Context: an optimization exercise on an open-source flow, tuned for small area, a short achievable clock period and few clock cycles per item. The choices shown serve that exercise and are no tape-out recipe.
Function was checked by simulation only, so behaviour that the tests miss may differ from the original.

[design/flow/run.sh]
#!/bin/bash
# synth_recipe.tcl (not shown) runs the flow's synth.tcl, then flattens the netlist and writes it again
# the make line also repeats each setting of config.mk as NAME=value (left out here)
make -C /OpenROAD-flow-scripts/flow DESIGN_CONFIG=/design/flow/config.mk WORK_HOME=/design/flow/orfs CLKGATE_MAP_FILE= SYNTH_SCRIPT=/design/flow/synth_recipe.tcl finish
[design/flow/design.v]
module SET ( clk , rst, en, central, radius, busy, valid, candidate );
input clk, rst;
input en;
input [7:0] central;
input [3:0] radius;
output busy;
output valid;
output [7:0] candidate;
parameter IDLE = 2'b00;
parameter COMPUTE = 2'd1;
parameter OUT = 2'd2;
reg busy, next_busy;
reg valid, next_valid;
reg [1:0] state, next_state;
reg [7:0] candidate, next_candidate;
reg signed [3:0] cenx,next_cenx;
reg signed [3:0] ceny,next_ceny;
reg signed [3:0] x,next_x;
reg signed [3:0] y,next_y;
reg [7:0] r,next_r;
reg [8:0] distance;
reg signed [8:0] dx, dy;
always@(*)
begin
  distance = 9'd0;
  next_state = state;
  next_valid = valid;
  next_x = x;
  next_y = y;
  dx = 9'sd0;
  dy = 9'sd0;
  case(state)
    IDLE:begin
      next_cenx = central[7:4];
      next_ceny = central[3:0];
      next_r = radius[3:0];
      next_x = -7;
      next_y = -7;
      next_candidate = 0;
      next_valid = 0;
      if(en == 1'b1) begin
        next_state = COMPUTE;
        next_busy = 1;
      end
      else begin
        next_state=IDLE;
        next_busy = 0;
      end
    end
    COMPUTE:begin
      next_busy = 1;
      next_cenx = cenx;
      next_ceny = ceny;
      next_r = r;
      dx = x - cenx;
      dy = y - ceny;
      distance = dx*dx + dy*dy;
      if(distance < r*r) begin
        next_candidate = candidate + 1;
      end
      else
        next_candidate = candidate;
    if(x != 7) begin
      next_x = x + 1;
      next_y = y;
      next_state = COMPUTE;
      next_valid = 0;
      end
    else if(x == 7 && y!= 7) begin
      next_y = y + 1;
      next_x = -7;
      next_state = COMPUTE;
      next_valid = 0;
      end
    if((x == 7) && (y == 7)) begin
      next_x = -7;
      next_y = -7;
      next_valid = 1;
      next_state = OUT;
    end
    end
    OUT:begin
      next_x = -7;
      next_y = -7;
      next_cenx = 0;
      next_ceny = 0;
      next_r = 0;
      next_busy = 0;
      next_valid = 0;
      next_state = IDLE;
      next_candidate = candidate;
    end
    default:begin
      next_state = state;
      next_candidate = candidate;
      next_valid = valid;
      next_busy = busy;
      next_cenx = cenx;
      next_ceny = ceny;
      next_r = r;
      next_x = x;
      next_y = y;
    end
  endcase
end
always@(posedge clk or posedge rst)
begin
  if(rst) begin
    state <= IDLE;
    candidate <= 8'd0;
    busy <= 1'b0;
    valid <= 1'b0;
    candidate <= 8'd0;
    r <= 16'd0;
  end
  else begin
    state <= next_state;
    valid <= next_valid;
    busy <= next_busy;
    candidate <= next_candidate;
    x <= next_x;
    y <= next_y;
    cenx <= next_cenx;
    ceny <= next_ceny;
    r <= next_r;
  end
end
endmodule
[design/flow/constraint.sdc]
create_clock -name core_clock -period 7.2 [get_ports {clk}]
set_input_delay 1.4400 -clock core_clock [delete_from_list [all_inputs] [get_ports {clk}]]
set_output_delay 1.4400 -clock core_clock [all_outputs]
set_load 0.01 [all_outputs]
[design/flow/config.mk]
export PLATFORM = sky130hd
export DESIGN_NAME = SET
export DESIGN_NICKNAME = SET
export VERILOG_FILES = /design/flow/design.v
export SDC_FILE = /design/flow/constraint.sdc
export NUM_CORES = 4
export LEC_CHECK = 0
export CAP_MARGIN = 20
export CORE_MARGIN = 2
export CORE_UTILIZATION = 40
export SLEW_MARGIN = 20
==> impl_metrics.json <==
{
  "h-tree-depth": 2,
  "clk_latency_ns": 0.29,
  "portBuffers": 24,
  "drv_slew": 0,
  "cts_buffer_depth": 2,
  "final.setup.tns_ns": 0,
  "drv_cap": 0,
  "synth-seq-cells": 32,
  "setup_viol": 0,
  "synth_simple_gate_area_frac": 0.134,
  "muxShareOfSynthArea": 0.0283,
  "syn_area_per_cell_sq_um": 9.82,
  "synth_nets": 472,
  "critical_path_depth": 27,
  "grt_antenna_before_repair": 0,
  "grt_overflow": 0,
  "drc": 0,
  "synth_edf_count": 16,
  "synth_compound_area_frac": 0.0756,
  "clock-skew-final_ns": 0.0115,
  "hold_path_startpoint": "valid",
  "grt_util_all_layers": 0.143,
  "max_freq_mhz": 145,
  "clkTransAtPathRegs_ns": 0.06,
  "syn_to_final_growth_pct": 16.8,
  "crit_path_start": "y[0]",
  "synthesis.area_sq_mm": 0.00362,
  "grt_max_degree": 18,
  "cts_made_buffers": 5,
  "grt_pass1_vias": 2657,
  "gp_routability_congestion": 0.790,
  "synth.distinct_cells": 38,
  "routed_wl_microns": 6710,
  "cts_hold_buf": 0,
  "grt_pass1_wl_microns": 11700,
  "coreArea_sq_mm": 0.00876,
  "dpl.hpwl_microns": 5410,
  "status": "finished clean",
  "min_period_ns": 6.89,
  "synthAdderAreaFrac": 0.376,
  "dr.first_iter.drc_count": 55,
  "async_reset_ff_frac": 0.500,
  "wl_per_cell_microns": 13.0,
  "ys_seq_area_frac": 0.243,
  "rows": 34,
  "critPathTopFamily": "adder cells",
  "hold_viol": 0,
  "hold_ws_ns": 0.496,
  "cts_root_buffer": "clkbuf_8",
  "clkSinkCount": 32,
  "hold_class": "reg -> reg",
  "synth.yosys.warnings": 1,
  "syn_inst": 369,
  "pin_count": 25,
  "start_util": 0.413,
  "die_h_microns": 99.2,
  "critical_path_required_ns": 7.41,
  "hold_depth": 2,
  "yosys.area_share.xor_xnor": 0.0618,
  "crit_path_start_kind": "flip-flop",
  "die_area_sq_mm": 0.00984,
  "routed_via_density": 4.85,
  "reg2reg_depth": 27,
  "synth_top_family_by_area": "adder cells",
  "ff2ff_setup_slack_ns": 0.31,
  "r2r_start": "y[0]",
  "period_share": 0.957,
  "critPathKind": "reg -> reg",
  "rr_endpoint": "candidate[7]",
  "slew_headroom": 0.536,
  "dr.pass1.iters": 6,
  "yosys_most_used_dff": "edfxtp_1",
  "n_fill_cell": 834,
  "fin_nets": 510,
  "drtAntennaViolNets": 0,
  "critical_path_buf_inv_count": 7,
  "cp_max_fo": 5,
  "max_slew.worst_pin.slew_ns": 0.694,
  "dieWidth_microns": 99.2,
  "antenna_cells": 0,
  "cts_tree": "yes",
  "endpoint": "candidate[7]",
  "layout-drive-gt1-share": 0.0858,
  "slowest_stage": "fa_1",
  "end_kind": "flip-flop",
  "cp_slowest_stage_delay_ns": 0.55,
  "num_vias": 2505,
  "crit_arrival_ns": 7.10
}
[metrics by stage]
| step | worst slack, ns | area [sq um] | util | std cells |
|---|---|---|---|---|
| after floorplan | 0.384 | 3620 | - | 369 |
| after detailed placement | -0.0711 | 4000 | 0.456 | 499 |
| after global routing | -0.0354 | 4230 | 0.483 | 516 |
| after global placement | 0.156 | 4000 | 0.456 | 499 |
| final | 0.307 | 4230 | 0.483 | 516 |
| after CTS | 0.0142 | 4100 | 0.468 | 507 |
[registers in the layout (all words and copies together) (netlist names)]
signal and cells:
cenx 4, y 4, busy 1, valid 1, candidate 8, r 4, state 2, ceny 4
x 4
[cell type report]
type / count / area (sq um) / share of cell area
multi-input cells: 264 / 2530 / 0.597
clock buffers: 6 / 72.6 / 0.0171
well taps: 108 / 135 / 0.0319
repair buffers: 35 / 323 / 0.0763
clock inverters: 2 / 35.0 / 0.00828
flip-flops and latches: 32 / 881 / 0.208
inverters: 69 / 259 / 0.0612
[worst min path at each step]
stage / end / slack [ns]
CTS: valid / 0.50
global route: valid / 0.51
floorplan: valid / 0.51
finish: valid / 0.50
detailed placement: valid / 0.47
global placement: busy / 0.48
[cell usage in the layout, fill, tap and decap left out, types with 2 or more instances in the layout]
cell	count
inv_1	67
ha_1	53
fa_1	34
nand2_1	25
clkdlybuf4s50_1	24
nor2_1	18
dfrtp_1	16
edfxtp_1	16
nor2b_1	15
xnor2_1	14
a21oi_1	12
a21o_1	11
buf_4	11
nand3_1	8
mux2i_1	8
xor2_1	8
o21ai_0	5
and2_1	5
clkbuf_8	5
and3_1	4
nor3_1	4
nand2_2	3
o31ai_1	3
or3_1	3
nand2b_1	3
or4_1	2
a211oi_2	2
inv_2	2
mux2_2	2
a21oi_2	2
o21bai_1	2
nand4_1	2
conb_1	2
[routing by layer]
metal,wire length (microns),GRT usage
met5,0,0
met4,56,0.0306
met3,183,0.0148
met2,3290,0.247
met1,3180,0.196
[synthesized netlist by cell type, types with 2 or more instances]
cell | instances | area [sq um]
nand4_1 | 2 | 12.5
a211oi_1 | 3 | 22.5
a21oi_1 | 14 | 70.1
nand2_1 | 28 | 105
dfrtp_1 | 16 | 400
conb_1 | 2 | 7.51
a21o_1 | 11 | 82.6
nor2b_1 | 15 | 93.8
clkbuf_1 | 4 | 15.0
or3_1 | 3 | 18.8
ha_1 | 53 | 663
o21bai_1 | 2 | 15.0
xnor2_1 | 15 | 131
edfxtp_1 | 16 | 480
mux2i_1 | 8 | 80.1
or4_1 | 2 | 15.0
nand2b_1 | 3 | 18.8
mux2_2 | 2 | 22.5
xor2_1 | 8 | 70.1
nor2_1 | 18 | 67.6
and3_1 | 4 | 25.0
o31ai_1 | 3 | 22.5
fa_1 | 35 | 701
inv_1 | 69 | 259
and2_1 | 6 | 37.5
nand3_1 | 8 | 40.0
nor3_1 | 4 | 20.0
o21ai_0 | 5 | 25.0
[worst reg2reg max path, stage by stage, from the launching register on]
cell and delay [ns]:
edfxtp_1 0.42, inv_1 0.08, ha_1 0.14, inv_1 0.06, fa_2 0.37, a211oi_2 0.23
mux2i_1 0.13, inv_2 0.12, nand2_1 0.09, fa_1 0.54, inv_1 0.05, fa_1 0.53
inv_1 0.05, fa_1 0.47, fa_1 0.55, inv_1 0.05, fa_1 0.49, ha_1 0.31
a21o_1 0.17, a21oi_2 0.15, buf_4 0.13, xnor2_1 0.11, ha_1 0.26, a21oi_1 0.25
o2111ai_4 0.17, a21o_4 0.25, or4_1 0.50, a21oi_1 0.16
[logic make-up (layout without fill, tap and decap cells)]
family	count (synthesis)	in the layout
other cells	2	2
buf+inv	74	112
xor+xnor	24	24
fa+ha+maj	88	88
flops	32	32
compound gates	42	43
simple gates	97	97
mux	10	10
[timing repair]
| action | in CTS | in global routing |
|---|---|---|
| pin swaps | 0 | 5 |
| cloned | 0 | 1 |
| gates resized for setup | 2 | 14 |
| setup buffers | 0 | 8 |
| endpoints found under the setup margin | 2 | 7 |
Testbench counts, summed over its fixed seeds: cycles 174,336, queries 768.

afterwards: timing with drivers on the ports:
How much do the figures lean on ideal ports? The routed layout below was timed once more, with nothing changed but the port constraints.
Step 1 (the two cells are an assumption about what drives the block):
set clk [get_ports {clk}]
set_driving_cell -lib_cell sky130_fd_sc_hd__clkbuf_16 $clk
set_driving_cell -lib_cell sky130_fd_sc_hd__buf_2 [delete_from_list [all_inputs] $clk]
Step 2 moves the port delays by t, midway between the first and last clock arrival at a register: inputs arrive t later, outputs are due t later. That takes back most of the time a late clock gives input paths.
a / b / c = ideal ports / drivers / drivers and shift; a / b = the first two.
t (ns): 0.303
setup WS [ns]: 0.307 / 0.307 / 0.307
hold slack, ns: 0.496 / 0.496 / 0.496
After both steps setup and hold are still met in this run. For this run, drivers alone change the setup slack by 0.000 ns; drivers and shift together by 0.000 ns.
